Context: an optimization exercise on an open-source flow, tuned for small area and a short achievable clock period. The choices shown serve that exercise and are no tape-out recipe.
No functional check of the RTL was part of any run shown here.
Power and IR drop assume default switching activity.

<file path="design/flow/flow/run.sh">
#!/bin/bash
# Standard ORFS layout, with the smallest buffer (buf_1) on every input and
# output port instead of the default pick.
set -euo pipefail
export BUFFER_PORTS_ARGS="-buffer_cell sky130_fd_sc_hd__buf_1"
bash standard.sh > standard_flow.log 2>&1
</file>
<file path="design/flow/standard.sh">
#!/bin/bash
# synth_recipe.tcl (not shown) runs the flow's synth.tcl, then flattens the netlist and writes it again
# the make line also repeats each setting of config.mk as NAME=value (left out here)
make -C /OpenROAD-flow-scripts/flow DESIGN_CONFIG=/design/flow/config.mk WORK_HOME=/design/flow/orfs CLKGATE_MAP_FILE= SYNTH_SCRIPT=/design/flow/synth_recipe.tcl "${@:-finish}"
</file>
<file path="design/flow/config.mk">
export PLATFORM = sky130hd
export DESIGN_NAME = AGU_top
export DESIGN_NICKNAME = AGU_top
export VERILOG_FILES = /design/flow/design.v
export SDC_FILE = /design/flow/constraint.sdc
export NUM_CORES = 4
export LEC_CHECK = 0
export ABC_CLOCK_PERIOD_IN_PS = 1200
export CAP_MARGIN = 20
export CORE_MARGIN = 2
export CORE_UTILIZATION = 40
export SLEW_MARGIN = 20
</file>
<file path="design/flow/constraint.sdc">
create_clock -name core_clock -period 8.0 [get_ports {clk}]
set_input_delay 1.6000 -clock core_clock [delete_from_list [all_inputs] [get_ports {clk}]]
set_output_delay 1.6000 -clock core_clock [all_outputs]
set_load 0.01 [all_outputs]
</file>
<file path="design/flow/design.v">
`timescale 10ns / 1ps
module AGU_top(
    input clk,
    input rst,
    input AGU_enable,
    output logic [$clog2(8192/16)-1:0] MA0_idx,
    output logic [$clog2(8192/16)-1:0] MA1_idx,
    output logic [$clog2(8192/16)-1:0] MA2_idx,
    output logic [$clog2(8192/16)-1:0] MA3_idx,
    output logic [$clog2(8192/16)-1:0] MA4_idx,
    output logic [$clog2(8192/16)-1:0] MA5_idx,
    output logic [$clog2(8192/16)-1:0] MA6_idx,
    output logic [$clog2(8192/16)-1:0] MA7_idx,
    output logic [$clog2(8192/16)-1:0] MA8_idx,
    output logic [$clog2(8192/16)-1:0] MA9_idx,
    output logic [$clog2(8192/16)-1:0] MA10_idx,
    output logic [$clog2(8192/16)-1:0] MA11_idx,
    output logic [$clog2(8192/16)-1:0] MA12_idx,
    output logic [$clog2(8192/16)-1:0] MA13_idx,
    output logic [$clog2(8192/16)-1:0] MA14_idx,
    output logic [$clog2(8192/16)-1:0] MA15_idx,
    output logic [$clog2(16) + 1-1:0] BN0_idx,
    output logic [$clog2(16) + 1-1:0] BN1_idx,
    output logic [$clog2(16) + 1-1:0] BN2_idx,
    output logic [$clog2(16) + 1-1:0] BN3_idx,
    output logic [$clog2(16) + 1-1:0] BN4_idx,
    output logic [$clog2(16) + 1-1:0] BN5_idx,
    output logic [$clog2(16) + 1-1:0] BN6_idx,
    output logic [$clog2(16) + 1-1:0] BN7_idx,
    output logic [$clog2(16) + 1-1:0] BN8_idx,
    output logic [$clog2(16) + 1-1:0] BN9_idx,
    output logic [$clog2(16) + 1-1:0] BN10_idx,
    output logic [$clog2(16) + 1-1:0] BN11_idx,
    output logic [$clog2(16) + 1-1:0] BN12_idx,
    output logic [$clog2(16) + 1-1:0] BN13_idx,
    output logic [$clog2(16) + 1-1:0] BN14_idx,
    output logic [$clog2(16) + 1-1:0] BN15_idx,
    output logic AGU_done_out,
    output logic BN_MA_out_en,
    output logic [2:0] l_AGU_out
);
    logic [4:0] en_d;       
    logic [2:0] rcnt;       
    logic [1:0] L;          
    logic [8:0] C;          
    logic e, first, wrap;
    logic [1:0] L_nxt;
    logic [8:0] C_nxt;
    assign e     = en_d[4];
    assign first = (rcnt == 3'd5);
    assign wrap  = (&C) | first;
    always_comb begin
        if (!e) begin
            C_nxt = 9'd0;
            L_nxt = L;
        end else if (wrap) begin
            C_nxt = 9'd0;
            L_nxt = (L == 2'd2) ? 2'd0 : L + 2'd1;
        end else begin
            C_nxt = C + 9'd1;
            L_nxt = L;
        end
    end
    always_ff @(posedge clk or posedge rst) begin
        if (rst) begin
            en_d <= 5'd0;
            rcnt <= 3'd0;
            L    <= 2'd0;
            C    <= 9'd0;
        end else begin
            en_d <= {en_d[3:0], AGU_enable};
            rcnt <= rcnt + {2'd0, ~&rcnt};
            L    <= L_nxt;
            C    <= C_nxt;
        end
    end
    logic [8:0] ma_l1, ma_l2;
    assign ma_l1 = {C[5], C[6], C[7], C[8], 4'b0000, C[4]};
    assign ma_l2 = {C[1], C[2], C[3], C[4], C[5], C[6], C[7], C[8], 1'b0};
    logic [1:0] ma_d [0:8];
    always_comb begin
        for (int k = 0; k < 9; k++) begin
            for (int b = 0; b < 2; b++) begin
                if (!e)
                    ma_d[k][b] = 1'b0;
                else if (L == 2'd0)
                    ma_d[k][b] = (k >= 5) ? b[0] : C[k+4];
                else if (L == 2'd1)
                    ma_d[k][b] = (k >= 5 || k == 0) ? ma_l1[k] : b[0];
                else
                    ma_d[k][b] = (k >= 1) ? ma_l2[k] : b[0];
            end
        end
    end
    logic [3:0] S, sa, sb;
    logic       sc;
    always_comb begin
        case (L)
            2'd0:    begin sa = C[3:0];                   sb = C[7:4];                   sc = C[8]; end
            2'd1:    begin sa = C[3:0];                   sb = {C[6], C[7], C[8], C[5]}; sc = C[4]; end
            default: begin sa = {C[2], C[3], C[4], C[5]}; sb = {C[6], C[7], C[8], C[1]}; sc = C[0]; end
        endcase
        S = sa + sb + {3'd0, sc};
    end
    logic [3:0] bsum [0:15];
    always_comb begin
        for (int c = 0; c < 16; c++)
            bsum[c] = e ? (S + c[3:0]) : 4'd0;
    end
    logic [1:0]  ma_r0, ma_r1, ma_r2, ma_r3, ma_r4, ma_r5, ma_r6, ma_r7, ma_r8;
    logic [1:0]  bn_r0;
    logic [3:0]  bn_r1;
    logic [7:0]  bn_r2;
    logic [15:0] bn_r3;
    always_ff @(posedge clk or posedge rst) begin
        if (rst) begin
            ma_r0 <= '0; ma_r1 <= '0; ma_r2 <= '0; ma_r3 <= '0; ma_r4 <= '0;
            ma_r5 <= '0; ma_r6 <= '0; ma_r7 <= '0; ma_r8 <= '0;
            bn_r0 <= '0; bn_r1 <= '0; bn_r2 <= '0; bn_r3 <= '0;
            AGU_done_out <= 1'b0;
            BN_MA_out_en <= 1'b0;
            l_AGU_out    <= 3'd0;
        end else begin
            ma_r0 <= ma_d[0]; ma_r1 <= ma_d[1]; ma_r2 <= ma_d[2];
            ma_r3 <= ma_d[3]; ma_r4 <= ma_d[4]; ma_r5 <= ma_d[5];
            ma_r6 <= ma_d[6]; ma_r7 <= ma_d[7]; ma_r8 <= ma_d[8];
            for (int c = 0; c < 2; c++)  bn_r0[c] <= bsum[c][0];
            for (int c = 0; c < 4; c++)  bn_r1[c] <= bsum[c][1];
            for (int c = 0; c < 8; c++)  bn_r2[c] <= bsum[c][2];
            for (int c = 0; c < 16; c++) bn_r3[c] <= bsum[c][3];
            AGU_done_out <= e & (&C) & (L == 2'd2);
            BN_MA_out_en <= e;
            l_AGU_out    <= e ? {1'b0, L_nxt} : 3'd0;
        end
    end
    assign MA0_idx = {ma_r8[0], ma_r7[0], ma_r6[0], ma_r5[0], ma_r4[0], ma_r3[0], ma_r2[0], ma_r1[0], ma_r0[0]};
    assign MA1_idx = {ma_r8[0], ma_r7[0], ma_r6[0], ma_r5[1], ma_r4[0], ma_r3[0], ma_r2[0], ma_r1[1], ma_r0[0]};
    assign MA2_idx = {ma_r8[0], ma_r7[0], ma_r6[1], ma_r5[0], ma_r4[0], ma_r3[0], ma_r2[1], ma_r1[0], ma_r0[0]};
    assign MA3_idx = {ma_r8[0], ma_r7[0], ma_r6[1], ma_r5[1], ma_r4[0], ma_r3[0], ma_r2[1], ma_r1[1], ma_r0[0]};
    assign MA4_idx = {ma_r8[0], ma_r7[1], ma_r6[0], ma_r5[0], ma_r4[0], ma_r3[1], ma_r2[0], ma_r1[0], ma_r0[0]};
    assign MA5_idx = {ma_r8[0], ma_r7[1], ma_r6[0], ma_r5[1], ma_r4[0], ma_r3[1], ma_r2[0], ma_r1[1], ma_r0[0]};
    assign MA6_idx = {ma_r8[0], ma_r7[1], ma_r6[1], ma_r5[0], ma_r4[0], ma_r3[1], ma_r2[1], ma_r1[0], ma_r0[0]};
    assign MA7_idx = {ma_r8[0], ma_r7[1], ma_r6[1], ma_r5[1], ma_r4[0], ma_r3[1], ma_r2[1], ma_r1[1], ma_r0[0]};
    assign MA8_idx = {ma_r8[1], ma_r7[0], ma_r6[0], ma_r5[0], ma_r4[1], ma_r3[0], ma_r2[0], ma_r1[0], ma_r0[1]};
    assign MA9_idx = {ma_r8[1], ma_r7[0], ma_r6[0], ma_r5[1], ma_r4[1], ma_r3[0], ma_r2[0], ma_r1[1], ma_r0[1]};
    assign MA10_idx = {ma_r8[1], ma_r7[0], ma_r6[1], ma_r5[0], ma_r4[1], ma_r3[0], ma_r2[1], ma_r1[0], ma_r0[1]};
    assign MA11_idx = {ma_r8[1], ma_r7[0], ma_r6[1], ma_r5[1], ma_r4[1], ma_r3[0], ma_r2[1], ma_r1[1], ma_r0[1]};
    assign MA12_idx = {ma_r8[1], ma_r7[1], ma_r6[0], ma_r5[0], ma_r4[1], ma_r3[1], ma_r2[0], ma_r1[0], ma_r0[1]};
    assign MA13_idx = {ma_r8[1], ma_r7[1], ma_r6[0], ma_r5[1], ma_r4[1], ma_r3[1], ma_r2[0], ma_r1[1], ma_r0[1]};
    assign MA14_idx = {ma_r8[1], ma_r7[1], ma_r6[1], ma_r5[0], ma_r4[1], ma_r3[1], ma_r2[1], ma_r1[0], ma_r0[1]};
    assign MA15_idx = {ma_r8[1], ma_r7[1], ma_r6[1], ma_r5[1], ma_r4[1], ma_r3[1], ma_r2[1], ma_r1[1], ma_r0[1]};
    assign BN0_idx = {1'b0, bn_r3[0], bn_r2[0], bn_r1[0], bn_r0[0]};
    assign BN1_idx = {1'b0, bn_r3[2], bn_r2[2], bn_r1[2], bn_r0[0]};
    assign BN2_idx = {1'b0, bn_r3[4], bn_r2[4], bn_r1[0], bn_r0[0]};
    assign BN3_idx = {1'b0, bn_r3[6], bn_r2[6], bn_r1[2], bn_r0[0]};
    assign BN4_idx = {1'b0, bn_r3[8], bn_r2[0], bn_r1[0], bn_r0[0]};
    assign BN5_idx = {1'b0, bn_r3[10], bn_r2[2], bn_r1[2], bn_r0[0]};
    assign BN6_idx = {1'b0, bn_r3[12], bn_r2[4], bn_r1[0], bn_r0[0]};
    assign BN7_idx = {1'b0, bn_r3[14], bn_r2[6], bn_r1[2], bn_r0[0]};
    assign BN8_idx = {1'b0, bn_r3[1], bn_r2[1], bn_r1[1], bn_r0[1]};
    assign BN9_idx = {1'b0, bn_r3[3], bn_r2[3], bn_r1[3], bn_r0[1]};
    assign BN10_idx = {1'b0, bn_r3[5], bn_r2[5], bn_r1[1], bn_r0[1]};
    assign BN11_idx = {1'b0, bn_r3[7], bn_r2[7], bn_r1[3], bn_r0[1]};
    assign BN12_idx = {1'b0, bn_r3[9], bn_r2[1], bn_r1[1], bn_r0[1]};
    assign BN13_idx = {1'b0, bn_r3[11], bn_r2[3], bn_r1[3], bn_r0[1]};
    assign BN14_idx = {1'b0, bn_r3[13], bn_r2[5], bn_r1[1], bn_r0[1]};
    assign BN15_idx = {1'b0, bn_r3[15], bn_r2[7], bn_r1[3], bn_r0[1]};
endmodule
</file>
==> impl_metrics.csv, run 1 <==
group,metric,value,unit
global_route,grt_use_total,0.123,
logic_synthesis,ys_ff_latch,71,
global_route,grt_first_pass_wirelength,10.9,mm
placement,io_buffers,214,
worst_setup_path,cp_cell_sequence,"o21ai_0 > fa_1 > fa_1 > xor2_1 > o21ai_0 > xnor2_1 > xnor2_1 > and2_1",
logic_synthesis,yosysWarnings,3,
clock_tree,clock-sinks,71,
logic_synthesis,synth_xor_area_frac,0.0554,
cells_and_area,nets,500,
timing,holdWs,0.349,ns
die,die_w,107,um
clock_tree,cts_resized,0,
logic_synthesis,synthAdderAreaFrac,0.0329,
timing,slew_violations,0,
worst_hold_path,holdCritPathClass,"flip-flop to flip-flop",
worst_setup_path,startpoint,"L[1]",
detailed_routing,firstDrtPassIters,4,
detailed_routing,avgViaCountPerCell,4.20,
timing,slew_headroom,0.431,
die,die_area,11500,sq um
logic_synthesis,ys.flop_type,"dfrtp_1",
placement,dp_slack,4.50,ns
power,peakVddDrop,0.0905,mV
logic_synthesis,yosys.area_share.simple,0.0986,
worst_setup_path,cp-end-kind,"flip-flop",
cells_and_area,multiInputGateArea,1100,sq um
logic_synthesis,syn-cell-area,4270,sq um
worst_setup_path,r2r_start,"L[1]",
timing,fin_setup_tns,0,ns
placement,gp_congestion,0.852,
worst_setup_path,path_buf_inv,0,
power,p_per_area,194,nW/um^2
logic_synthesis,syn_avg_cell_area,9.81,sq um
clock_tree,hold_buffers,0,
power,p_leak,0.00179,uW
clock_tree,root_buffer,"clkbuf_8",
timing,fin_skew,0.0143,ns
cells_and_area,final_common_cell,"buf_1",
timing,postLayoutSetupSlackWorst,4.48,ns
die,initial_core_util,0.413,
die,num_rows,37,
clock_tree,numCtsBuffers,9,
clock_tree,tritoncts,"done",
cells_and_area,area_growth,-3.58,%
worst_setup_path,cp_top_family,"XOR/XNOR gates",
logic_synthesis,synth_top_family_by_area,"buffers and inverters",
cells_and_area,layout_common_cells,"buf_1, dfrtp_1, nor2_1, xnor2_1, conb_1",
cells_and_area,drive_gt1_frac,0.0448,
timing,fmax,0.284,GHz
worst_setup_path,cp.depth,8,
die,core,10300,sq um
timing,fin_crit,3.52,ns
cells_and_area,n_antenna_cell,0,
placement,dp_hpwl,5.49,mm
worst_setup_path,r2r_setup_slack,4.48,ns
logic_synthesis,ys_seq_area_frac,0.417,
logic_synthesis,syn_inst,435,
detailed_routing,drc,0,
timing,tightest_slew,0.850,ns
logic_synthesis,synthMuxAreaShare,0.0197,
global_route,antenna_found_initial,0,
clock_tree,htree_num_levels,3,
detailed_routing,wl,7.34,mm
worst_setup_path,cp_max_fo,23,
worst_setup_path,crit_path_end,"bn_r3[13]",
outcome,status,"no timing/DRC/antenna violations",
detailed_routing,dr_total_vias,2633,
global_route,grt_max_degree,38,
clock_tree,clock_path_buffers,2,
worst_setup_path,r2r-end,"bn_r3[13]",
cells_and_area,fillers,1034,
worst_setup_path,arrival,3.76,ns
worst_setup_path,crit_slowest_cell,"dfrtp_1",
logic_synthesis,synth_edf_count,0,
clock_tree,clkLatencyLatePin,0.35,ns
detailed_routing,dr.first_iter.drc_count,52,
clock_tree,postCtsSetupBuffers,0,
logic_synthesis,yosysUniqueCellTypes,33,
die,boundaryPins,232,
logic_synthesis,synth_compound_area_frac,0.0361,
global_route,overflow,0,
worst_setup_path,criticalPathCategory,"flip-flop to flip-flop",
timing,fin_crit_sh,0.440,
timing,rsz0062_at_grt,"false",
die,die_h,107,um
worst_setup_path,startpoint_type,"flip-flop",
worst_setup_path,cp_slowest_stage_delay,0.80,ns
clock_tree,clkSlewWorstSetupHoldPaths,0.07,ns
cells_and_area,final-seq-area,1780,sq um
worst_setup_path,crit_required,8.24,ns
detailed_routing,wl_per_cell,11.7,um
timing,hold_viol_final,0,
timing,setup_viol,0,
flow_run,drv_cap,0,
worst_setup_path,rr_worst_depth,8,
logic_synthesis,ys_async_sr_fraction,1.00,
global_route,grt_pass1_vias,2130,
detailed_routing,ant_nets,0,
==> metal layers <==
layer | share of wire | track usage | vias to the layer above | wire length, um
met4 | 0.019 | 0.0649 | 0 | 143
met3 | 0.062 | 0.0272 | 11 | 455
met2 | 0.53 | 0.207 | 115 | 3870
met1 | 0.39 | 0.148 | 1241 | 2870
met5 | 0 | 0 | - | 0
li1 | - | - | 1266 | -
==> kinds of logic (layout without fill, tap and decap cells) <==
group	count (synthesis)	count (layout)
AND/OR/NAND/NOR	92	92
flip-flops	71	71
other	1	17
multiplexers	8	8
buffers and inverters	203	243
XOR/XNOR	27	27
adder cells (fa/ha/maj)	10	10
AO/OA/AOI/OAI	23	23
==> how the worst min path moves through the flow <==
stage	start	to	slack, ns	depth (start not counted)
4_1_cts	en_d[1]	en_d[2]	0.35	0
2_1_floorplan	en_d[0]	en_d[1]	0.33	0
3_5_place_dp	en_d[1]	en_d[2]	0.33	0
5_1_grt	en_d[1]	en_d[2]	0.37	0
6_report	en_d[3]	en_d[4]	0.35	0
3_3_place_gp	en_d[3]	en_d[4]	0.33	0
==> stage by stage <==
step	util	total power [uW]	std cells	cell area, sq um
after floorplan	-	515	451	4330
after global placement	0.379	507	612	3910
after detailed placement	0.379	508	612	3910
after CTS	0.398	813	627	4110
after global routing	0.398	838	627	4110
final	0.398	798	627	4110
==> final cells by class <==
cell class / count / area share
timing repair buffer: 216 / 0.199
tap: 136 / 0.0414
sequential: 71 / 0.432
multi-input combinational: 177 / 0.267
clock inverter: 3 / 0.0167
clock buffer: 12 / 0.0329
inverter: 12 / 0.0110
==> power by group <==
part | switching [uW] | internal [uW] | total (uW)
sequential | 16.3 | 376 | 392
clock | 125 | 175 | 300
combinational | 71.7 | 34.4 | 106
total | 213 | 585 | 798
==> cells in the mapped netlist, types with 8 or more instances <==
| library cell | n | area share |
|---|---|---|
| buf_4 | 177 | 0.31 |
| dfrtp_1 | 71 | 0.42 |
| nor2_1 | 41 | 0.036 |
| xnor2_1 | 20 | 0.041 |
| nand2_1 | 15 | 0.013 |
| and2_1 | 12 | 0.018 |
| inv_1 | 10 | 0.0088 |
| a21oi_1 | 9 | 0.011 |
| clkbuf_1 | 9 | 0.0079 |
| nor3_1 | 9 | 0.011 |
| ha_1 | 8 | 0.023 |
==> registers in the layout, indices dropped and copies added, names as in the netlist <==
register      count
AGU_done_out      1
BN_MA_out_en      1
C                 9
L                 2
bn_r0             2
bn_r1             4
bn_r2             8
bn_r3            16
en_d              5
l_AGU_out         2
ma_r0             2
ma_r1             2
ma_r2             2
ma_r3             2
ma_r4             2
ma_r5             2
ma_r6             2
ma_r7             2
ma_r8             2
rcnt              3
==> worst register-to-register path: stages (launching register included) <==
cell and delay (ns):
dfrtp_1 0.80, o21ai_0 0.27, fa_1 0.51, fa_1 0.40, xor2_1 0.70, o21ai_0 0.25
xnor2_1 0.19, xnor2_1 0.15, and2_1 0.17
==> run 2: changes to the inputs <==
--- a/design/flow/config.mk
+++ b/design/flow/config.mk
@@ -5,8 +5,8 @@
 export SDC_FILE = /design/flow/constraint.sdc
 export NUM_CORES = 4
 export LEC_CHECK = 0
-export ABC_CLOCK_PERIOD_IN_PS = 1200
 export CAP_MARGIN = 20
 export CORE_MARGIN = 2
 export CORE_UTILIZATION = 40
+export SETUP_SLACK_MARGIN = 5
 export SLEW_MARGIN = 20
==> impl_metrics.csv, run 2 <==
group,metric,value,unit
global_route,overflow,0,
logic_synthesis,yosysWarnings,3,
clock_tree,root_buffer,"clkbuf_8",
worst_setup_path,cp_slowest_stage_delay,0.51,ns
timing,slew_violations,0,
die,boundaryPins,232,
detailed_routing,dr_total_vias,2649,
worst_setup_path,crit_slowest_cell,"fa_2",
worst_setup_path,r2r-end,"bn_r3[2]",
cells_and_area,top_register,"bn_r3",
die,die_h,107,um
logic_synthesis,synth_largest_area_cell,"dfrtp_1",
power,p_switching,231,uW
placement,gp_congestion,0.799,
worst_setup_path,startpoint,"C[4]",
timing,setup_viol,0,
placement,dp_hpwl,5.25,mm
timing,tightest_slew,0.884,ns
power,p_leak,0.00183,uW
die,core,10300,sq um
worst_setup_path,path_buf_inv,2,
cells_and_area,final_common_cell,"buf_1",
detailed_routing,wl_per_cell,11.7,um
worst_setup_path,cp.depth,10,
flow_run,drv_cap,0,
worst_setup_path,crit_required,8.25,ns
timing,fin_crit_sh,0.353,
power,intPower,598,uW
global_route,antenna_found_initial,0,
logic_synthesis,ys_ff_latch,71,
worst_setup_path,cp_max_fo,8,
worst_setup_path,cp-end-kind,"flip-flop",
clock_tree,numCtsBuffers,9,
worst_setup_path,cp_top_family,"adder cells",
logic_synthesis,ys_seq_area_frac,0.417,
power,p_per_area,197,nW/um^2
cells_and_area,n_antenna_cell,0,
timing,fmax,0.354,GHz
global_route,grt_first_pass_wirelength,10.7,mm
logic_synthesis,synthTopCellsByCount,"buf_4, dfrtp_1, nor2_1, xnor2_1, nand2_1",
clock_tree,clkLatencyLatePin,0.36,ns
timing,fin_crit,2.82,ns
worst_setup_path,arrival,3.07,ns
clock_tree,clkSlewWorstSetupHoldPaths,0.07,ns
detailed_routing,drc,0,
logic_synthesis,syn-cell-area,4270,sq um
global_route,grt_pass1_vias,2096,
worst_setup_path,cp_cell_sequence,"inv_1 > o21ai_0 > o21ai_0 > fa_2 > fa_2 > inv_1 > or2b_1 > xnor2_1 > xnor2_1 > and2_1",
die,die_area,11500,sq um
timing,hold_viol_final,0,
cells_and_area,fillers,1002,
clock_tree,clock-sinks,71,
worst_setup_path,rr_worst_depth,10,
worst_setup_path,crit_path_end,"bn_r3[2]",
power,sw_frac_of_total,0.279,
worst_setup_path,startpoint_type,"flip-flop",
worst_setup_path,r2r_setup_slack,5.18,ns
logic_synthesis,syn_avg_cell_area,9.81,sq um
timing,fin_setup_tns,0,ns
outcome,status,"no timing/DRC/antenna violations",
worst_hold_path,holdCritPathClass,"flip-flop to flip-flop",
clock_tree,clock_path_buffers,2,
die,num_rows,37,
cells_and_area,area_growth,-1.11,%
logic_synthesis,ys_async_sr_fraction,1.00,
logic_synthesis,syn_inst,435,
detailed_routing,avgViaCountPerCell,4.18,
global_route,grt_use_total,0.122,
clock_tree,htree_num_levels,3,
worst_setup_path,criticalPathCategory,"flip-flop to flip-flop",
timing,postLayoutSetupSlackWorst,5.18,ns
timing,fin_skew,0.00876,ns
logic_synthesis,yosysMostFrequentCell,"buf_4",
logic_synthesis,yosys.area.top_type_share,0.417,
cells_and_area,nets,505,
detailed_routing,wl,7.38,mm
cells_and_area,largest_register_ffs,16,
placement,io_buffers,214,
logic_synthesis,ys_top_cells_by_area,"dfrtp_1, buf_4, xnor2_1, nor2_1, ha_1",
power,peakVddDrop,0.0808,mV
power,pwr-share-clk,0.395,
logic_synthesis,yosysUniqueCellTypes,33,
detailed_routing,ant_nets,0,
cells_and_area,layout_common_cells,"buf_1, dfrtp_1, nor2_1, xnor2_1, conb_1",
power,pwr-share-seq,0.472,
die,initial_core_util,0.413,
timing,slew_headroom,0.410,
worst_setup_path,r2r_start,"C[4]",
power,power_frac_comb,0.133,
die,die_w,107,um
placement,postPlaceCellArea,3910,sq um
cells_and_area,drive_gt1_frac,0.0785,
timing,rsz0062_at_grt,"false",
logic_synthesis,synth_edf_count,0,
clock_tree,tritoncts,"done",
placement,dp_slack,4.50,ns
global_route,grt_max_degree,72,
logic_synthesis,ys.flop_type,"dfrtp_1",
detailed_routing,firstDrtPassIters,4,
detailed_routing,dr.first_iter.drc_count,98,
cells_and_area,final_area,4220,sq um
cells_and_area,top_regs,"bn_r3: 16 flops, C: 9 flops, bn_r2: 8 flops",
## run 2: changes by cell type in the layout (fill, tap and decap cells not counted), moves of 2 or more
cell,before,now
clkbuf_1,3,0
buf_4,2,7
fa_2,0,2
fa_1,2,0
dfrtp_1,71,68
clkinvlp_4,0,2
dfrtp_2,0,3
## run 2: what timing repair did
| item | in CTS | in global routing |
|---|---|---|
| setup endpoints to repair | 20 | 23 |
| hold buffers | 0 | 0 |
| resized for setup | 5 | 5 |
| pin swaps | 0 | 1 |
| setup buffers | 0 | 6 |
## run 2: worst min path at each step
stage               endpoint  depth (start not counted)  slack (ns)  startpoint
detailed placement   en_d[4]                          0        0.33     en_d[3]
CTS                  en_d[4]                          0        0.35     en_d[3]
global route         en_d[1]                          0        0.37     en_d[0]
floorplan            en_d[1]                          0        0.33     en_d[0]
global placement     en_d[2]                          0        0.33     en_d[1]
finish               en_d[4]                          0        0.35     en_d[3]
## run 2: final cells by class
class                           count  area (sq um)  share of cell area
Sequential cell                    71          1780               0.422
Multi-Input combinational cell    177          1130               0.268
Timing Repair Buffer              221           856               0.203
Tap cell                          136           170              0.0403
Clock buffer                       10           138              0.0326
Clock inverter                      6          91.3              0.0217
Inverter                           12          52.6              0.0125
## run 2: logic make-up (layout without fill, tap and decap cells)
family	after synthesis	after routing	synth area share
and+or+nand+nor	92	92	0.0986
xor gates and xnor gates	27	27	0.0554
adders and majority gates	10	10	0.0329
muxes	8	8	0.0197
AOI/OAI and AO/OA	23	23	0.0361
buffers and inverters	203	249	0.340
DFF	71	71	0.417
other	1	17	0.000879
## run 2: per-stage QoR
| stage | hold WS [ns] | power (uW) | instances | utilization |
|---|---|---|---|---|
| floorplan | 0.331 | 515 | 451 | - |
| global placement | 0.332 | 507 | 611 | 0.378 |
| detailed placement | 0.335 | 508 | 611 | 0.378 |
| CTS | 0.353 | 837 | 627 | 0.403 |
| global route | 0.368 | 869 | 633 | 0.409 |
| finish | 0.351 | 830 | 633 | 0.409 |
## run 2: power by group through the flow
stage | registers (uW) | clock network (uW) | logic [uW]
6_report | 392 | 328 | 110
5_1_grt | 395 | 350 | 123
4_1_cts | 393 | 335 | 109
3_5_place_dp | 400 | 0 | 108
3_3_place_gp | 399 | 0 | 109
2_1_floorplan | 403 | 0 | 113
## run 2: metal layers
layer  share of wire  vias up  GRT usage
met1            0.40     1223      0.157
met2            0.51      133      0.192
met5               0        -          0
met3           0.075       14     0.0339
met4           0.020        0     0.0529
li1                -     1279          -
## run 2: worst reg2reg max path: cells and delay by family (launching register included)
| kind | cells | cell delay [ns] |
|---|---|---|
| AOI/OAI and AO/OA | 2 | 0.32 |
| xor gates and xnor gates | 2 | 0.30 |
| adders and majority gates | 2 | 0.95 |
| DFF | 1 | 0.44 |
| and+or+nand+nor | 2 | 0.45 |
| buffers and inverters | 2 | 0.27 |
==> run 3: changes to the inputs <==
--- a/design/flow/config.mk
+++ b/design/flow/config.mk
@@ -5,6 +5,7 @@
 export SDC_FILE = /design/flow/constraint.sdc
 export NUM_CORES = 4
 export LEC_CHECK = 0
+export ABC_AREA = 1
 export CAP_MARGIN = 20
 export CORE_MARGIN = 2
 export CORE_UTILIZATION = 40
==> impl_metrics.csv, run 3 <==
group,metric,value,unit
worst_hold_path,holdCritPathClass,"flip-flop to flip-flop",
global_route,grt_pass1_vias,2615,
logic_synthesis,ys_async_sr_fraction,1.00,
clock_tree,clock_path_buffers,2,
detailed_routing,dr.first_iter.drc_count,96,
clock_tree,clock-sinks,71,
clock_tree,htree_num_levels,3,
timing,slew_headroom,0.430,
placement,io_buffers,214,
die,die_area,12400,sq um
worst_setup_path,cp_slowest_stage_delay,0.61,ns
timing,fin_crit,2.82,ns
cells_and_area,area_growth,1.22,%
logic_synthesis,syn_inst,505,
logic_synthesis,synth_largest_area_cell,"dfrtp_1",
global_route,overflow,0,
cells_and_area,final_common_cell,"buf_1",
logic_synthesis,ys.flop_type,"dfrtp_1",
detailed_routing,wl,8.75,mm
clock_tree,clkLatencyLatePin,0.33,ns
die,die_h,111,um
global_route,grt_first_pass_wirelength,13.2,mm
timing,slew_violations,0,
cells_and_area,top_regs,"bn_r3: 16 flops, C: 9 flops, bn_r2: 8 flops",
logic_synthesis,ys_top_cells_by_area,"dfrtp_1, buf_4, nand3_2, nor2_1, inv_1",
timing,fin_skew,0.00434,ns
logic_synthesis,synthTopCellsByCount,"buf_4, dfrtp_1, nor2_1, inv_1, nand2_1",
worst_setup_path,cp-end-kind,"flip-flop",
die,num_rows,39,
timing,hold_viol_final,0,
cells_and_area,nets,580,
global_route,antenna_found_initial,0,
placement,dp_hpwl,6.36,mm
worst_hold_path,hp-start,"en_d[0]",
detailed_routing,dr_total_vias,3060,
timing,fin_setup_tns,0,ns
worst_setup_path,startpoint_type,"flip-flop",
cells_and_area,largest_register_ffs,16,
clock_tree,clkSlewWorstSetupHoldPaths,0.05,ns
global_route,grt_use_total,0.135,
logic_synthesis,ys_seq_area_frac,0.386,
detailed_routing,drc,0,
power,peakVddDrop,0.110,mV
worst_setup_path,arrival,3.01,ns
timing,fmax,0.354,GHz
power,p_per_area,258,nW/um^2
timing,tightest_slew,0.856,ns
clock_tree,hold_buffers,0,
worst_setup_path,r2r_start,"L[1]",
logic_synthesis,syn-cell-area,4600,sq um
worst_setup_path,cp_max_fo,12,
die,boundaryPins,232,
detailed_routing,ant_nets,0,
detailed_routing,wl_per_cell,12.2,um
placement,postPlaceCellArea,4250,sq um
logic_synthesis,synth_edf_count,0,
worst_setup_path,cp_cell_sequence,"inv_6 > nor2_1 > a21oi_1 > o21ai_0 > fa_2 > fa_2 > inv_1 > nor2_4 > nand2_1 > inv_1 > nand3_2 > nand2_1 > nor2_1",
worst_setup_path,crit_slowest_cell,"fa_2",
flow_run,drv_cap,0,
worst_setup_path,startpoint,"L[1]",
cells_and_area,drive_gt1_frac,0.131,
outcome,status,"no timing/DRC/antenna violations",
clock_tree,tritoncts,"done",
cells_and_area,layout_common_cells,"buf_1, dfrtp_1, nor2_1, nand2_1, inv_1",
timing,setup_viol,0,
cells_and_area,n_antenna_cell,0,
logic_synthesis,yosysMostFrequentCell,"buf_4",
die,die_w,111,um
power,p_leak,0.00212,uW
cells_and_area,top_register,"bn_r3",
timing,rsz0062_at_grt,"true",
global_route,grt_max_degree,72,
worst_setup_path,crit_required,8.18,ns
die,core,11300,sq um
die,initial_core_util,0.407,
detailed_routing,avgViaCountPerCell,4.28,
cells_and_area,final_area,4660,sq um
timing,fin_crit_sh,0.353,
clock_tree,numCtsBuffers,9,
detailed_routing,firstDrtPassIters,4,
clock_tree,root_buffer,"clkbuf_16",
logic_synthesis,yosys.area.top_type_share,0.386,
placement,gp_congestion,0.791,
logic_synthesis,ys_ff_latch,71,
worst_setup_path,criticalPathCategory,"flip-flop to flip-flop",
logic_synthesis,yosysWarnings,3,
logic_synthesis,syn_avg_cell_area,9.12,sq um
logic_synthesis,yosysUniqueCellTypes,32,
[run 3: metrics by stage]
step           setup WS (ns)  utilization  cells  power, uW  hold slack (ns)
2_1_floorplan           5.09            -    521        782            0.331
4_1_cts                 5.01        0.406    710       1200            0.351
3_5_place_dp            4.74        0.375    691        785            0.339
6_report                5.18        0.412    715       1200            0.347
5_1_grt                 4.96        0.412    715       1270            0.353
3_3_place_gp            4.87        0.375    691        783            0.334
[run 3: power by group]
| part | switching (uW) | total, uW | internal (uW) |
|---|---|---|---|
| Combinational | 235 | 357 | 122 |
| Clock | 139 | 404 | 265 |
| Sequential | 37.2 | 441 | 404 |
[run 3: path summary, 6_finish.rpt]
kind,end,slack [ns],cells past startpoint
setup / recovery,bn_r3[15],5.18,13
hold / removal,en_d[1],0.35,0
setup reg to reg,bn_r3[15],5.18,13
hold reg to reg,en_d[1],0.35,0
max in group asynchronous,L[1],5.87,3
min in group asynchronous,AGU_done_out,1.54,3
[run 3: cell families (layout without fill, tap and decap cells)]
kind of cell,after synthesis,count (layout),share of synthesized area
compound gates,29,29,0.0359
xor+xnor,5,5,0.00951
fa+ha+maj,10,10,0.0304
buf+inv,232,283,0.342
flops,71,71,0.386
other cells,1,17,0.000814
simple gates,157,157,0.196
[run 3: final cells by class]
| cell class | count | area, sq um |
|---|---|---|
| fillers | 1130 | 6660 |
| flip-flops and latches | 71 | 1780 |
| multi-input cells | 218 | 1350 |
| repair buffers | 223 | 871 |
| clock buffers | 13 | 270 |
| well taps | 143 | 179 |
| inverters | 44 | 174 |
| clock inverters | 3 | 40.0 |
[run 3: worst max-delay path, delay by kind of cell (launching register included)]
| family | cells | cell delay, ns |
|---|---|---|
| fa+ha+maj | 2 | 1.02 |
| simple gates | 6 | 0.52 |
| flops | 1 | 0.48 |
| buf+inv | 3 | 0.39 |
| compound gates | 2 | 0.24 |
[run 3: layer usage]
layer	GRT usage	wire length [um]	up-vias
li1	-	-	1505
met5	0	0	-
met2	0.228	4390	112
met3	0.0246	467	13
met4	0.0691	165	0
met1	0.165	3730	1430
[run 3: timing repair]
action                     CTS  global route
gates resized for setup      7            10
gates cloned                 0             0
pin swaps                    2             3
setup buffers                3             5
setup endpoints to repair   16            15
==> run 4: changes to the inputs <==
--- a/design/flow/config.mk
+++ b/design/flow/config.mk
@@ -5,9 +5,11 @@
 export SDC_FILE = /design/flow/constraint.sdc
 export NUM_CORES = 4
 export LEC_CHECK = 0
-export ABC_AREA = 1
 export CAP_MARGIN = 20
 export CORE_MARGIN = 2
 export CORE_UTILIZATION = 40
+export CTS_BUF_LIST = sky130_fd_sc_hd__clkbuf_16
+export CTS_CLUSTER_DIAMETER = 500
+export CTS_CLUSTER_SIZE = 100
 export SETUP_SLACK_MARGIN = 5
 export SLEW_MARGIN = 20
==> impl_metrics.csv, run 4 <==
group,metric,value,unit
die,die_area,11500,sq um
timing,slew_violations,0,
worst_setup_path,crit_slowest_cell,"fa_2",
logic_synthesis,synth_largest_area_cell,"dfrtp_1",
timing,fin_setup_tns,0,ns
clock_tree,clock-sinks,71,
logic_synthesis,synth_edf_count,0,
logic_synthesis,syn-cell-area,4270,sq um
cells_and_area,nets,505,
detailed_routing,dr_total_vias,2664,
global_route,grt_first_pass_wirelength,10.8,mm
worst_setup_path,criticalPathCategory,"flip-flop to flip-flop",
die,boundaryPins,232,
global_route,antenna_found_initial,0,
placement,gp_congestion,0.799,
timing,tightest_slew,0.884,ns
logic_synthesis,ys.flop_type,"dfrtp_1",
worst_hold_path,holdCritPathClass,"flip-flop to flip-flop",
detailed_routing,avgViaCountPerCell,4.21,
logic_synthesis,synthTopCellsByCount,"buf_4, dfrtp_1, nor2_1, xnor2_1, nand2_1",
detailed_routing,wl,7.37,mm
power,p_leak,0.00187,uW
logic_synthesis,syn_inst,435,
die,initial_core_util,0.413,
cells_and_area,area_growth,1.03,%
timing,fmax,0.355,GHz
die,num_rows,37,
logic_synthesis,ys_seq_area_frac,0.417,
cells_and_area,final_area,4310,sq um
global_route,grt_pass1_vias,2110,
detailed_routing,wl_per_cell,11.6,um
worst_setup_path,path_buf_inv,2,
worst_setup_path,startpoint,"C[4]",
worst_setup_path,cp_top_family,"adder cells",
global_route,grt_use_total,0.122,
cells_and_area,largest_register_ffs,16,
detailed_routing,dr.first_iter.drc_count,98,
cells_and_area,n_antenna_cell,0,
power,peakVddDrop,0.0950,mV
die,die_h,107,um
detailed_routing,drc,0,
clock_tree,numCtsBuffers,9,
worst_setup_path,cp_max_fo,8,
flow_run,drv_cap,0,
cells_and_area,drive_gt1_frac,0.0765,
power,p_per_area,215,nW/um^2
worst_setup_path,crit_required,8.22,ns
worst_setup_path,startpoint_type,"flip-flop",
clock_tree,tritoncts,"done",
timing,fin_skew,0.00736,ns
timing,fin_crit_sh,0.352,
logic_synthesis,yosysMostFrequentCell,"buf_4",
logic_synthesis,ys_async_sr_fraction,1.00,
die,die_w,107,um
cells_and_area,top_regs,"bn_r3: 16 flops, C: 9 flops, bn_r2: 8 flops",
logic_synthesis,syn_avg_cell_area,9.81,sq um
cells_and_area,top_register,"bn_r3",
timing,hold_viol_final,0,
worst_setup_path,cp_slowest_stage_delay,0.51,ns
cells_and_area,layout_common_cells,"buf_1, dfrtp_1, nor2_1, xnor2_1, conb_1",
detailed_routing,firstDrtPassIters,4,
logic_synthesis,ys_top_cells_by_area,"dfrtp_1, buf_4, xnor2_1, nor2_1, ha_1",
worst_setup_path,cp_cell_sequence,"inv_1 > o21ai_0 > o21ai_0 > fa_2 > fa_2 > inv_1 > or2b_1 > xnor2_1 > xnor2_1 > and2_1",
logic_synthesis,yosysWarnings,3,
worst_hold_path,hp-start,"en_d[3]",
clock_tree,htree_num_levels,3,
timing,rsz0062_at_grt,"false",
clock_tree,clkSlewWorstSetupHoldPaths,0.05,ns
cells_and_area,fillers,995,
placement,postPlaceCellArea,3910,sq um
worst_setup_path,cp-end-kind,"flip-flop",
clock_tree,clock_path_buffers,2,
detailed_routing,ant_nets,0,
timing,setup_viol,0,
worst_setup_path,arrival,3.03,ns
placement,dp_hpwl,5.25,mm
worst_setup_path,r2r_setup_slack,5.18,ns
logic_synthesis,yosysUniqueCellTypes,33,
timing,fin_crit,2.82,ns
cells_and_area,final_util,0.417,
placement,io_buffers,214,
outcome,status,"no timing/DRC/antenna violations",
timing,slew_headroom,0.411,
worst_setup_path,r2r_start,"C[4]",
global_route,grt_max_degree,72,
clock_tree,clkLatencyLatePin,0.33,ns
clock_tree,root_buffer,"clkbuf_16",
logic_synthesis,yosys.area.top_type_share,0.417,
global_route,overflow,0,
die,core,10300,sq um
logic_synthesis,ys_ff_latch,71,
cells_and_area,final_common_cell,"buf_1",
run 4: cell count changes after synthesis, moves of 7 or more:
cell,delta
and2_1,+12
inv_1,-31
nand2_1,-26
nand3_1,-10
nand3_2,-19
nor2_1,-7
xnor2_1,+17
run 4: per-layer routing:
metal  wire [um]  vias up  track usage
met5           0        -            0
met4         115        0       0.0501
met3         530       10       0.0321
met2        3790      128        0.194
met1        2930     1248        0.158
li1            -     1278            -
run 4: worst reg2reg max path, cell delays in order (launching register included):
cell     delay, ns
dfrtp_1       0.43
inv_1         0.13
o21ai_0       0.18
o21ai_0       0.14
fa_2          0.43
fa_2          0.51
inv_1         0.14
or2b_1        0.28
xnor2_1       0.15
xnor2_1       0.15
and2_1        0.17
run 4: path summary, 6_finish.rpt:
kind | depth (start not counted) | to
max | 10 | bn_r3[2]
min | 0 | en_d[4]
max reg2reg | 10 | bn_r3[2]
min reg2reg | 0 | en_d[4]
max in group asynchronous | 3 | L[0]
min in group asynchronous | 3 | bn_r1[3]
run 4: through the flow:
step	worst slack (ns)	std cells	power, uW	hold WS (ns)
after global placement	4.54	611	507	0.332
after detailed placement	4.50	611	508	0.335
final	5.18	633	928	0.347
after global routing	5.06	633	970	0.362
after floorplan	5.09	451	515	0.331
after CTS	5.02	627	937	0.348
run 4: where the power goes:
group	internal [uW]	switching [uW]	leakage [uW]
logic	37.1	73.3	0.000803
registers	376	16.0	0.000908
clock network	273	152	0.000157
run 4: layout make-up:
cell class | count | area [sq um] | share of cell area
Sequential cell | 71 | 1780 | 0.413
Multi-Input combinational cell | 177 | 1130 | 0.262
Clock buffer | 9 | 225 | 0.0523
Inverter | 12 | 52.6 | 0.0122
Tap cell | 136 | 170 | 0.0395
Timing Repair Buffer | 221 | 856 | 0.199
Clock inverter | 7 | 95.1 | 0.0221
run 4: logic make-up after synthesis:
| group | share of synthesized area |
|---|---|
| other cells | 0.000879 |
| xor+xnor | 0.0554 |
| buf+inv | 0.340 |
| mux | 0.0197 |
| fa+ha+maj | 0.0329 |
| compound gates | 0.0361 |
| flops | 0.417 |
| simple gates | 0.0986 |
run 4: what timing repair did:
| action | 4_1_cts | 5_1_grt |
|---|---|---|
| hold buffers | 0 | 0 |
| setup buffers | 0 | 6 |
| resized for setup | 5 | 5 |
| pin swaps | 0 | 1 |
| endpoints found under the setup margin | 20 | 23 |
==> run 5: changes to the inputs <==
--- a/design/flow/design.v
+++ b/design/flow/design.v
@@ -74,38 +74,60 @@
             C    <= C_nxt;
         end
     end
-    logic [8:0] ma_l1, ma_l2;
-    assign ma_l1 = {C[5], C[6], C[7], C[8], 4'b0000, C[4]};
-    assign ma_l2 = {C[1], C[2], C[3], C[4], C[5], C[6], C[7], C[8], 1'b0};
-    logic [1:0] ma_d [0:8];
+    logic [2:0] G;
+    always_ff @(posedge clk or posedge rst) begin
+        if (rst) G <= 3'd0;
+        else     G <= {en_d[3] & (L_nxt == 2'd2), en_d[3] & (L_nxt == 2'd1), en_d[3] & (L_nxt == 2'd0)};
+    end
+    logic [8:0] ma_d0, ma_d1;
     always_comb begin
-        for (int k = 0; k < 9; k++) begin
-            for (int b = 0; b < 2; b++) begin
-                if (!e)
-                    ma_d[k][b] = 1'b0;
-                else if (L == 2'd0)
-                    ma_d[k][b] = (k >= 5) ? b[0] : C[k+4];
-                else if (L == 2'd1)
-                    ma_d[k][b] = (k >= 5 || k == 0) ? ma_l1[k] : b[0];
-                else
-                    ma_d[k][b] = (k >= 1) ? ma_l2[k] : b[0];
-            end
+        for (int k = 5; k < 9; k++) begin
+            ma_d0[k] = (G[1] & C[13-k]) | (G[2] & C[9-k]);
+            ma_d1[k] = ma_d0[k] | G[0];
         end
+        for (int k = 1; k < 5; k++) begin
+            ma_d0[k] = (G[0] & C[k+4]) | (G[2] & C[9-k]);
+            ma_d1[k] = ma_d0[k] | G[1];
+        end
+        ma_d0[0] = (G[0] | G[1]) & C[4];
+        ma_d1[0] = ma_d0[0] | G[2];
     end
     logic [3:0] S, sa, sb;
     logic       sc;
     always_comb begin
-        case (L)
-            2'd0:    begin sa = C[3:0];                   sb = C[7:4];                   sc = C[8]; end
-            2'd1:    begin sa = C[3:0];                   sb = {C[6], C[7], C[8], C[5]}; sc = C[4]; end
-            default: begin sa = {C[2], C[3], C[4], C[5]}; sb = {C[6], C[7], C[8], C[1]}; sc = C[0]; end
-        endcase
+        sa = G[2] ? {C[2], C[3], C[4], C[5]} : C[3:0];
+        sb = ({4{G[0]}} & C[7:4]) | ({4{G[1]}} & {C[6], C[7], C[8], C[5]}) | ({4{G[2]}} & {C[6], C[7], C[8], C[1]});
+        sc = (G[0] & C[8]) | (G[1] & C[4]) | (G[2] & C[0]);
         S = sa + sb + {3'd0, sc};
     end
-    logic [3:0] bsum [0:15];
+    logic eS0, eS0n, eS1, eS1n, eS2, eS2n, eS3, eS3n, x10;
+    logic [3:0] cy2;
+    logic [7:0] cy3;
+    logic [1:0] bn_d0;
+    logic [3:0] bn_d1;
+    logic [7:0] bn_d2;
+    logic [15:0] bn_d3;
     always_comb begin
-        for (int c = 0; c < 16; c++)
-            bsum[c] = e ? (S + c[3:0]) : 4'd0;
+        eS0 = e & S[0]; eS0n = e & ~S[0];
+        eS1 = e & S[1]; eS1n = e & ~S[1];
+        eS2 = e & S[2]; eS2n = e & ~S[2];
+        eS3 = e & S[3]; eS3n = e & ~S[3];
+        bn_d0[0] = eS0;
+        bn_d0[1] = eS0n;
+        bn_d1[0] = eS1;
+        bn_d1[1] = S[0] ? eS1n : eS1;
+        bn_d1[2] = eS1n;
+        bn_d1[3] = S[0] ? eS1 : eS1n;
+        for (int v = 0; v < 4; v++) begin
+            cy2[v] = ({1'b0, S[1:0]} + v) >= 3'd4;
+            bn_d2[v]     = cy2[v] ? eS2n : eS2;
+            bn_d2[v + 4] = cy2[v] ? eS2 : eS2n;
+        end
+        for (int v = 0; v < 8; v++) begin
+            cy3[v] = ({1'b0, S[2:0]} + v) >= 4'd8;
+            bn_d3[v]     = cy3[v] ? eS3n : eS3;
+            bn_d3[v + 8] = cy3[v] ? eS3 : eS3n;
+        end
     end
     logic [1:0]  ma_r0, ma_r1, ma_r2, ma_r3, ma_r4, ma_r5, ma_r6, ma_r7, ma_r8;
     logic [1:0]  bn_r0;
@@ -121,14 +143,13 @@
             BN_MA_out_en <= 1'b0;
             l_AGU_out    <= 3'd0;
         end else begin
-            ma_r0 <= ma_d[0]; ma_r1 <= ma_d[1]; ma_r2 <= ma_d[2];
-            ma_r3 <= ma_d[3]; ma_r4 <= ma_d[4]; ma_r5 <= ma_d[5];
-            ma_r6 <= ma_d[6]; ma_r7 <= ma_d[7]; ma_r8 <= ma_d[8];
-            for (int c = 0; c < 2; c++)  bn_r0[c] <= bsum[c][0];
-            for (int c = 0; c < 4; c++)  bn_r1[c] <= bsum[c][1];
-            for (int c = 0; c < 8; c++)  bn_r2[c] <= bsum[c][2];
-            for (int c = 0; c < 16; c++) bn_r3[c] <= bsum[c][3];
-            AGU_done_out <= e & (&C) & (L == 2'd2);
+            ma_r0 <= {ma_d1[0], ma_d0[0]}; ma_r1 <= {ma_d1[1], ma_d0[1]};
+            ma_r2 <= {ma_d1[2], ma_d0[2]}; ma_r3 <= {ma_d1[3], ma_d0[3]};
+            ma_r4 <= {ma_d1[4], ma_d0[4]}; ma_r5 <= {ma_d1[5], ma_d0[5]};
+            ma_r6 <= {ma_d1[6], ma_d0[6]}; ma_r7 <= {ma_d1[7], ma_d0[7]};
+            ma_r8 <= {ma_d1[8], ma_d0[8]};
+            bn_r0 <= bn_d0; bn_r1 <= bn_d1; bn_r2 <= bn_d2; bn_r3 <= bn_d3;
+            AGU_done_out <= G[2] & (&C);
             BN_MA_out_en <= e;
             l_AGU_out    <= e ? {1'b0, L_nxt} : 3'd0;
         end
==> design/flow/config.mk (replaced) <==
export PLATFORM = sky130hd
export DESIGN_NAME = AGU_top
export DESIGN_NICKNAME = AGU_top
export VERILOG_FILES = /design/flow/design.v
export SDC_FILE = /design/flow/constraint.sdc
export NUM_CORES = 4
export LEC_CHECK = 0
export ABC_AREA = 1
export CAP_MARGIN = 20
export CORE_MARGIN = 2
export CORE_UTILIZATION = 40
export SETUP_SLACK_MARGIN = 5
export SLEW_MARGIN = 20
==> impl_metrics.csv, run 5 <==
group,metric,value,unit
timing,slew_headroom,0.328,
cells_and_area,largest_register_ffs,16,
timing,fin_setup_tns,0,ns
logic_synthesis,ys_top_cells_by_area,"dfrtp_1, buf_4, nand2_1, nand3_1, inv_1",
die,initial_core_util,0.415,
worst_setup_path,cp_slowest_stage_delay,0.45,ns
cells_and_area,final_common_cell,"buf_1",
detailed_routing,ant_nets,0,
detailed_routing,avgViaCountPerCell,4.28,
worst_setup_path,r2r_start,"G[1]",
cells_and_area,nets,561,
placement,dp_slack,5.01,ns
die,die_h,108,um
placement,io_buffers,214,
global_route,grt_first_pass_wirelength,12.0,mm
detailed_routing,dr_total_vias,2956,
timing,slew_violations,0,
die,die_w,108,um
placement,dp_hpwl,6.08,mm
worst_hold_path,holdPathEnd,"en_d[3]",
timing,fin_crit_sh,0.339,
logic_synthesis,yosysWarnings,1,
worst_setup_path,startpoint,"G[1]",
clock_tree,numCtsBuffers,9,
cells_and_area,final_util,0.409,
global_route,grt_pass1_vias,2446,
cells_and_area,top_regs,"bn_r3: 16 flops, C: 9 flops, bn_r2: 8 flops",
timing,fin_crit,2.71,ns
global_route,grt_max_degree,75,
detailed_routing,wl,8.04,mm
timing,fmax,0.369,GHz
worst_setup_path,cp_cell_sequence,"inv_1 > o22ai_1 > a21oi_1 > fa_1 > fa_2 > or2_2 > nand2_2 > inv_2 > nor2_2 > inv_1 > nand3_1 > nand2_1",
die,num_rows,37,
logic_synthesis,yosys.area.top_type_share,0.428,
logic_synthesis,syn_avg_cell_area,8.81,sq um
clock_tree,clkSlewWorstSetupHoldPaths,0.08,ns
detailed_routing,dr.first_iter.drc_count,163,
clock_tree,htree_num_levels,3,
timing,fin_skew,0.00783,ns
timing,tightest_slew,1.01,ns
worst_hold_path,min_path_cells,0,
worst_setup_path,r2r-end,"bn_r3[2]",
worst_hold_path,holdCritPathClass,"flip-flop to flip-flop",
clock_tree,tritoncts,"done",
logic_synthesis,ys_async_sr_fraction,1.00,
detailed_routing,wl_per_cell,11.7,um
outcome,status,"no timing/DRC/antenna violations",
clock_tree,clkLatencyLatePin,0.35,ns
detailed_routing,firstDrtPassIters,4,
worst_setup_path,crit_slowest_cell,"fa_1",
global_route,overflow,0,
clock_tree,clock_path_buffers,2,
logic_synthesis,synth_edf_count,0,
logic_synthesis,yosysMostFrequentCell,"buf_4",
power,peakVddDrop,0.0757,mV
worst_setup_path,criticalPathCategory,"flip-flop to flip-flop",
worst_setup_path,cp_max_fo,8,
logic_synthesis,synth_largest_area_cell,"dfrtp_1",
logic_synthesis,synthTopCellsByCount,"buf_4, dfrtp_1, nand2_1, nand3_1, inv_1",
clock_tree,root_buffer,"clkbuf_8",
power,p_leak,0.00207,uW
logic_synthesis,yosysUniqueCellTypes,27,
worst_setup_path,crit_required,8.24,ns
global_route,antenna_found_initial,0,
worst_setup_path,path_common_cell,"inv_1",
power,p_per_area,202,nW/um^2
logic_synthesis,ys.flop_type,"dfrtp_1",
placement,gp_congestion,0.957,
worst_setup_path,cp-end-kind,"flip-flop",
worst_setup_path,arrival,2.95,ns
worst_setup_path,startpoint_type,"flip-flop",
die,die_area,11700,sq um
detailed_routing,drc,0,
timing,rsz0062_at_grt,"false",
worst_hold_path,hp-start,"en_d[2]",
logic_synthesis,ys_seq_area_frac,0.428,
logic_synthesis,syn_inst,491,
flow_run,drv_cap,0,
cells_and_area,layout_common_cells,"buf_1, dfrtp_1, nand2_1, nand3_1, inv_1",
die,boundaryPins,232,
worst_setup_path,r2r_setup_slack,5.29,ns
logic_synthesis,ys_ff_latch,74,
clock_tree,hold_buffers,0,
cells_and_area,n_antenna_cell,0,
global_route,grt_use_total,0.133,
worst_setup_path,rr_worst_depth,12,
die,core,10400,sq um
cells_and_area,area_growth,-1.65,%
timing,hold_viol_final,0,
power,total_power,860,uW
cells_and_area,drive_gt1_frac,0.0596,
timing,setup_viol,0,
timing,postLayoutSetupSlackWorst,5.29,ns
clock_tree,clock-sinks,74,
cells_and_area,top_register,"bn_r3",
logic_synthesis,syn-cell-area,4330,sq um
[run 5: cell types whose count changed after synthesis, moves of 4 or more]
cell,delta
nor2_1,-14
and2_1,-12
clkbuf_1,-6
nor3_1,-4
xor2_1,-5
nand2_2,+4
inv_1,+30
xnor2_1,-19
nand2_1,+58
nand3_1,+37
mux2i_1,-5
[run 5: kinds of logic (layout without fill, tap and decap cells)]
family | Yosys count | count (layout) | share of synthesized area
other | 1 | 17 | 0.000867
AOI/OAI and AO/OA | 19 | 19 | 0.0243
buffers and inverters | 228 | 275 | 0.357
and+or+nand+nor | 158 | 158 | 0.158
adders and majority gates | 8 | 8 | 0.0266
xor gates and xnor gates | 3 | 3 | 0.00607
DFF | 74 | 74 | 0.428
[run 5: metrics by stage]
step,hold WS [ns],cell area (sq um),instances
after detailed placement,0.335,3990,672
final,0.350,4260,690
after global placement,0.334,3990,672
after floorplan,0.331,4390,507
after CTS,0.351,4230,687
after global routing,0.357,4260,690
[run 5: per-layer routing]
metal / vias to the layer above / track usage / routed length (um)
li1: 1440 / - / -
met1: 1363 / 0.158 / 3180
met2: 139 / 0.232 / 4180
met3: 14 / 0.0295 / 531
met4: 0 / 0.0559 / 146
met5: - / 0 / 0
[run 5: worst max-delay path by stage]
stage	cells past startpoint	to	slack (ns)
floorplan	12	bn_r3[10]	5.53
global route	12	bn_r3[10]	5.04
CTS	10	bn_r3[7]	5.12
finish	12	bn_r3[2]	5.29
detailed placement	10	bn_r3[7]	5.01
global placement	12	bn_r3[10]	5.20
[run 5: power breakdown]
part	internal (uW)	switching [uW]
registers	393	18.4
logic	31.1	74.8
clock network	213	129
[run 5: timing repair]
action                     4_1_cts  5_1_grt
resized for setup                1        2
buffers inserted                 0        3
setup endpoints to repair        1        9
gates cloned                     0        0
[run 5: worst max-delay path, delay by kind of cell (launching register included)]
| kind | cells | cell delay (ns) |
|---|---|---|
| DFF | 1 | 0.42 |
| AOI/OAI and AO/OA | 2 | 0.34 |
| and+or+nand+nor | 5 | 0.75 |
| adders and majority gates | 2 | 0.80 |
| buffers and inverters | 3 | 0.30 |
[run 5: final cells by class]
type                       instances  area, sq um
multi-input combinational        205          997
clock buffer                      10          138
tap                              136          170
timing repair buffer             218          833
clock inverter                     5          103
inverter                          42          161
sequential                        74         1850
fill                            1025         6160
==> run 6: changes to the inputs <==
--- a/design/flow/config.mk
+++ b/design/flow/config.mk
@@ -5,7 +5,6 @@
 export SDC_FILE = /design/flow/constraint.sdc
 export NUM_CORES = 4
 export LEC_CHECK = 0
-export ABC_AREA = 1
 export CAP_MARGIN = 20
 export CORE_MARGIN = 2
 export CORE_UTILIZATION = 40
==> impl_metrics.csv, run 6 <==
group,metric,value,unit
die,num_rows,40,
worst_setup_path,cp_slowest_stage_delay,0.73,ns
logic_synthesis,synthTopCellsByCount,"buf_4, dfrtp_1, nand4_1, nor2_1, nand2_1",
die,die_area,12900,sq um
cells_and_area,final_util,0.400,
flow_run,drv_cap,0,
logic_synthesis,yosysWarnings,1,
placement,gp_congestion,0.750,
worst_setup_path,startpoint_type,"flip-flop",
die,core,11900,sq um
clock_tree,clock-sinks,74,
global_route,grt_pass1_vias,2704,
die,boundaryPins,232,
timing,postLayoutSetupSlackWorst,5.18,ns
detailed_routing,dr_total_vias,3338,
power,p_leak,0.00201,uW
logic_synthesis,ys_top_cells_by_area,"dfrtp_1, buf_4, nand4_1, o211ai_1, o211ai_2",
global_route,grt_use_total,0.141,
detailed_routing,drc,0,
detailed_routing,wl_per_cell,13.9,um
cells_and_area,final_common_cell,"buf_1",
timing,rsz0062_at_grt,"false",
worst_hold_path,holdCritPathClass,"flip-flop to flip-flop",
timing,fin_setup_tns,0,ns
power,peakVddDrop,0.0955,mV
timing,slew_violations,0,
worst_setup_path,cp_cell_sequence,"a22o_1 > a21oi_1 > fa_1 > fa_2 > nor2_1 > nor4_1 > o21ai_0 > nand4_1",
placement,dp_hpwl,6.30,mm
worst_setup_path,crit_required,8.27,ns
timing,fin_skew,0.00818,ns
cells_and_area,final_area,4750,sq um
detailed_routing,ant_nets,0,
worst_setup_path,crit_slowest_cell,"fa_2",
timing,fmax,0.355,GHz
timing,slew_headroom,0.329,
cells_and_area,drive_gt1_frac,0.0998,
die,die_w,114,um
logic_synthesis,yosysUniqueCellTypes,51,
logic_synthesis,syn-cell-area,4800,sq um
timing,hold_viol_final,0,
cells_and_area,largest_register_ffs,16,
logic_synthesis,syn_inst,495,
logic_synthesis,ys_seq_area_frac,0.386,
detailed_routing,wl,9.56,mm
cells_and_area,top_register,"bn_r3",
clock_tree,clkSlewWorstSetupHoldPaths,0.06,ns
logic_synthesis,synth_largest_area_cell,"dfrtp_1",
power,p_per_area,186,nW/um^2
detailed_routing,avgViaCountPerCell,4.85,
cells_and_area,n_antenna_cell,0,
clock_tree,hold_buffers,0,
clock_tree,htree_num_levels,3,
logic_synthesis,yosys.area.top_type_share,0.386,
worst_setup_path,criticalPathCategory,"flip-flop to flip-flop",
worst_setup_path,cp-end-kind,"flip-flop",
logic_synthesis,ys.flop_type,"dfrtp_1",
cells_and_area,layout_common_cells,"buf_1, dfrtp_1, nand4_1, nand2_1, nor2_1",
timing,tightest_slew,1.01,ns
cells_and_area,nets,547,
logic_synthesis,yosysMostFrequentCell,"buf_4",
clock_tree,clkLatencyLatePin,0.34,ns
cells_and_area,top_regs,"bn_r3: 16 flops, C: 9 flops, bn_r2: 8 flops",
clock_tree,root_buffer,"clkbuf_16",
cells_and_area,area_growth,-1.15,%
timing,fin_crit_sh,0.352,
logic_synthesis,ys_ff_latch,74,
die,initial_core_util,0.405,
global_route,grt_first_pass_wirelength,14.3,mm
outcome,status,"no timing/DRC/antenna violations",
global_route,overflow,0,
global_route,antenna_found_initial,0,
detailed_routing,dr.first_iter.drc_count,169,
timing,setup_viol,0,
global_route,grt_max_degree,75,
logic_synthesis,synth_edf_count,0,
placement,dp_slack,4.44,ns
clock_tree,numCtsBuffers,9,
cells_and_area,fillers,1152,
detailed_routing,firstDrtPassIters,4,
die,die_h,114,um
clock_tree,clock_path_buffers,2,
timing,holdWs,0.348,ns
worst_setup_path,cp_max_fo,17,
clock_tree,tritoncts,"done",
placement,postPlaceCellArea,4380,sq um
placement,io_buffers,214,
timing,fin_crit,2.82,ns
logic_synthesis,ys_async_sr_fraction,1.00,
logic_synthesis,syn_avg_cell_area,9.70,sq um
worst_setup_path,arrival,3.09,ns
run 6: cell count changes in the layout (fill, tap and decap cells not counted), moves of 5 or more:
cell / before / now
inv_1: 39 / 7
nor2_1: 26 / 20
and2_1: 0 / 6
a21oi_1: 10 / 5
nand3_1: 42 / 10
and3_1: 0 / 6
clkbuf_8: 10 / 0
o21ai_1: 0 / 6
nand2_1: 73 / 20
o211ai_1: 0 / 15
clkbuf_16: 0 / 9
nand4_1: 2 / 36
o211ai_2: 0 / 7
run 6: repair_timing:
action / 4_1_cts / 5_1_grt
hold endpoints to repair: 0 / 0
gates cloned: 0 / 1
pin swaps: 0 / 1
gates resized for setup: 7 / 7
buffers inserted: 0 / 2
setup endpoints to repair: 22 / 17
run 6: path summary, 6_finish.rpt:
path	from	end	slack, ns	cells after the start
worst max-delay path	G[2]	bn_r3[13]	5.18	8
worst min-delay path	en_d[1]	en_d[2]	0.35	0
worst max register to register	G[2]	bn_r3[13]	5.18	8
worst min register to register	en_d[1]	en_d[2]	0.35	0
max in group asynchronous	rst	G[2]	5.78	3
min in group asynchronous	rst	ma_r0[0]	1.56	3
run 6: per-stage QoR:
step / cells / total power, uW
2_1_floorplan: 511 / 520
3_3_place_gp: 669 / 517
3_5_place_dp: 669 / 517
4_1_cts: 685 / 894
5_1_grt: 688 / 924
6_report: 688 / 885
run 6: critical path: cells and delay by family, from the launching register on:
kind                       cells  cell delay [ns]
and+or+nand+nor                3             0.56
AOI/OAI and AO/OA              3             0.46
DFF                            1             0.55
adders and majority gates      2             1.17
run 6: cell type report:
class | instances | area (sq um) | area share
Inverter | 9 | 37.5 | 0.00791
Clock buffer | 9 | 225 | 0.0474
Clock inverter | 7 | 52.6 | 0.0111
Multi-Input combinational cell | 224 | 1560 | 0.328
Tap cell | 147 | 184 | 0.0387
Sequential cell | 74 | 1860 | 0.391
Timing Repair Buffer | 218 | 833 | 0.175
run 6: power breakdown:
part | leakage, uW | total [uW] | switching [uW] | internal [uW]
registers | 0.000951 | 408 | 16.5 | 391
logic | 0.000928 | 105 | 71.9 | 32.6
clock network | 0.000136 | 373 | 161 | 212
run 6: metal layers:
layer,global-route usage,vias to the layer above,wire length [um]
met2,0.236,187,4640
li1,-,1566,-
met5,0,-,0
met1,0.183,1572,4150
met4,0.0463,0,160
met3,0.0287,13,615
run 6: kinds of logic after synthesis:
kind of cell	count (synthesis)	synth area share
DFF	74	0.386
and+or+nand+nor	126	0.143
other	1	0.000781
AOI/OAI and AO/OA	52	0.0849
xor gates and xnor gates	12	0.0234
buffers and inverters	214	0.319
adders and majority gates	8	0.0240
muxes	8	0.0190
==> run 7: changes to the inputs <==
==> design/flow/flow/run.sh (replaced) <==
#!/bin/bash
# Standard ORFS layout, with the smallest buffer (buf_1) on every input and
# output port, and clock tree synthesis without dummy loads.
set -euo pipefail
export BUFFER_PORTS_ARGS="-buffer_cell sky130_fd_sc_hd__buf_1"
export CTS_ARGS="-sink_clustering_enable -repair_clock_nets -dont_use_dummy_load"
bash standard.sh > standard_flow.log 2>&1
--- a/design/flow/config.mk
+++ b/design/flow/config.mk
@@ -5,6 +5,7 @@
 export SDC_FILE = /design/flow/constraint.sdc
 export NUM_CORES = 4
 export LEC_CHECK = 0
+export ABC_AREA = 1
 export CAP_MARGIN = 20
 export CORE_MARGIN = 2
 export CORE_UTILIZATION = 40
==> impl_metrics.csv, run 7 <==
group,metric,value,unit
timing,fin_crit,2.82,ns
cells_and_area,nets,558,
cells_and_area,n_antenna_cell,0,
global_route,grt_pass1_vias,2427,
clock_tree,clock-sinks,74,
timing,rsz0062_at_grt,"false",
worst_setup_path,startpoint,"G[2]",
worst_setup_path,crit_path_end,"bn_r3[7]",
worst_setup_path,crit_required,8.22,ns
timing,postLayoutSetupSlackWorst,5.18,ns
die,num_rows,37,
global_route,grt_max_degree,75,
global_route,grt_first_pass_wirelength,11.9,mm
die,die_w,108,um
timing,fin_setup_tns,0,ns
clock_tree,tritoncts,"done",
cells_and_area,area_growth,-4.92,%
clock_tree,clock_path_buffers,2,
flow_run,drv_cap,0,
logic_synthesis,syn_inst,491,
cells_and_area,layout_common_cells,"buf_1, dfrtp_1, nand2_1, nand3_1, inv_1",
worst_hold_path,holdCritPathClass,"flip-flop to flip-flop",
worst_setup_path,r2r_setup_slack,5.18,ns
worst_hold_path,hp-start,"en_d[2]",
worst_setup_path,r2r-end,"bn_r3[7]",
global_route,antenna_found_initial,0,
detailed_routing,wl,7.94,mm
detailed_routing,dr_total_vias,2933,
detailed_routing,wl_per_cell,11.7,um
worst_setup_path,arrival,3.04,ns
global_route,overflow,0,
timing,slew_headroom,0.334,
clock_tree,clkSlewWorstSetupHoldPaths,0.05,ns
die,boundaryPins,232,
clock_tree,htree_num_levels,3,
logic_synthesis,yosys.area.top_type_share,0.428,
logic_synthesis,syn-cell-area,4330,sq um
logic_synthesis,ys.flop_type,"dfrtp_1",
clock_tree,hold_buffers,0,
power,p_per_area,177,nW/um^2
worst_setup_path,rr_worst_depth,10,
logic_synthesis,syn_avg_cell_area,8.81,sq um
outcome,status,"no timing/DRC/antenna violations",
cells_and_area,final_common_cell,"buf_1",
timing,fin_crit_sh,0.353,
placement,dp_slack,5.01,ns
timing,slew_violations,0,
power,peakVddDrop,0.0718,mV
cells_and_area,fillers,1040,
==> run 7: changes by cell type after synthesis, sizes merged, moves of 6 or more <==
cell    change
and2        -6
nand2      +57
o21ai       -7
buf        -11
nand3      +32
clkbuf      -8
and3        -6
nand4      -34
inv        +33
o211ai     -22
==> run 7: what timing repair did <==
item / 4_1_cts / 5_1_grt
setup buffers: 0 / 0
endpoints found under the setup margin: 0 / 18
gates resized for setup: 0 / 2
==> run 7: through the flow <==
step,power (uW),utilization,area [sq um]
detailed placement,525,0.383,3990
finish,727,0.395,4110
floorplan,528,-,4390
CTS,741,0.395,4110
global placement,525,0.383,3990
global route,772,0.395,4110
==> run 7: final cells by class <==
| type | count | share of cell area |
|---|---|---|
| inverter | 42 | 0.0392 |
| tap | 136 | 0.0414 |
| multi-input combinational | 205 | 0.242 |
| sequential | 74 | 0.450 |
| clock buffer | 9 | 0.0301 |
| timing repair buffer | 215 | 0.197 |
==> run 7: worst min path at each step <==
stage	end	slack, ns	depth (start not counted)
after global placement	en_d[3]	0.33	0
final	en_d[3]	0.35	0
after CTS	en_d[3]	0.35	0
after floorplan	en_d[1]	0.33	0
after global routing	en_d[3]	0.36	0
after detailed placement	en_d[3]	0.33	0
==> run 7: cell families after synthesis <==
group                    share of synthesized area
AO/OA/AOI/OAI                               0.0243
AND/OR/NAND/NOR                              0.158
adder cells (fa/ha/maj)                     0.0266
buffers and inverters                        0.357
other                                     0.000867
XOR/XNOR                                   0.00607
flip-flops                                   0.428
==> run 7: worst max-delay path, stage by stage (launching register included) <==
cell	delay [ns]
dfrtp_2	0.48
inv_1	0.15
o22ai_1	0.21
a21oi_1	0.11
fa_1	0.45
fa_2	0.63
nand2_1	0.14
nor2_1	0.26
inv_1	0.12
nand3_1	0.09
nand2_1	0.07
==> run 7: routing by layer <==
metal,share of wire,global-route usage,vias to the layer above
met4,0.021,0.0668,0
li1,-,-,1428
met1,0.39,0.156,1348
met5,0,0,-
met3,0.064,0.0223,16
met2,0.52,0.230,141
==> run 7: power breakdown <==
| part | switching, uW | total (uW) | leakage [uW] | internal (uW) |
|---|---|---|---|---|
| registers | 18.6 | 412 | 0.000952 | 393 |
| clock network | 111 | 211 | 0.0000647 | 100 |
| logic | 74.1 | 105 | 0.000983 | 30.5 |

-- re-timing with driven ports --
In the flow no input, the clock included, has a driving cell. The finished layouts below were timed again as built, in two steps. Step 1, drivers: a clkbuf_16 drives clk and a buf_2 each remaining input, both assumed. Step 2, shift: input delay + t, output delay - t, t = (earliest + latest rising clock arrival at the registers) / 2. This alone moves slack from input paths to output paths. Three values: ideal, step 1, step 2; two values: the first two.
run	t, ns	slack for setup (ns)
run 1	0.374	4.479 / 4.479 / 4.479
run 2	0.388	5.177 / 5.177 / 5.177
run 3	0.365	5.176 / 5.176 / 5.176
run 4	0.365	5.182 / 5.182 / 5.182
run 5	0.372	5.289 / 5.289 / 5.289
run 6	0.367	5.181 / 5.181 / 5.181
run 7	0.365	5.178 / 5.178 / 5.178
After both steps setup and hold are still met in every run listed.
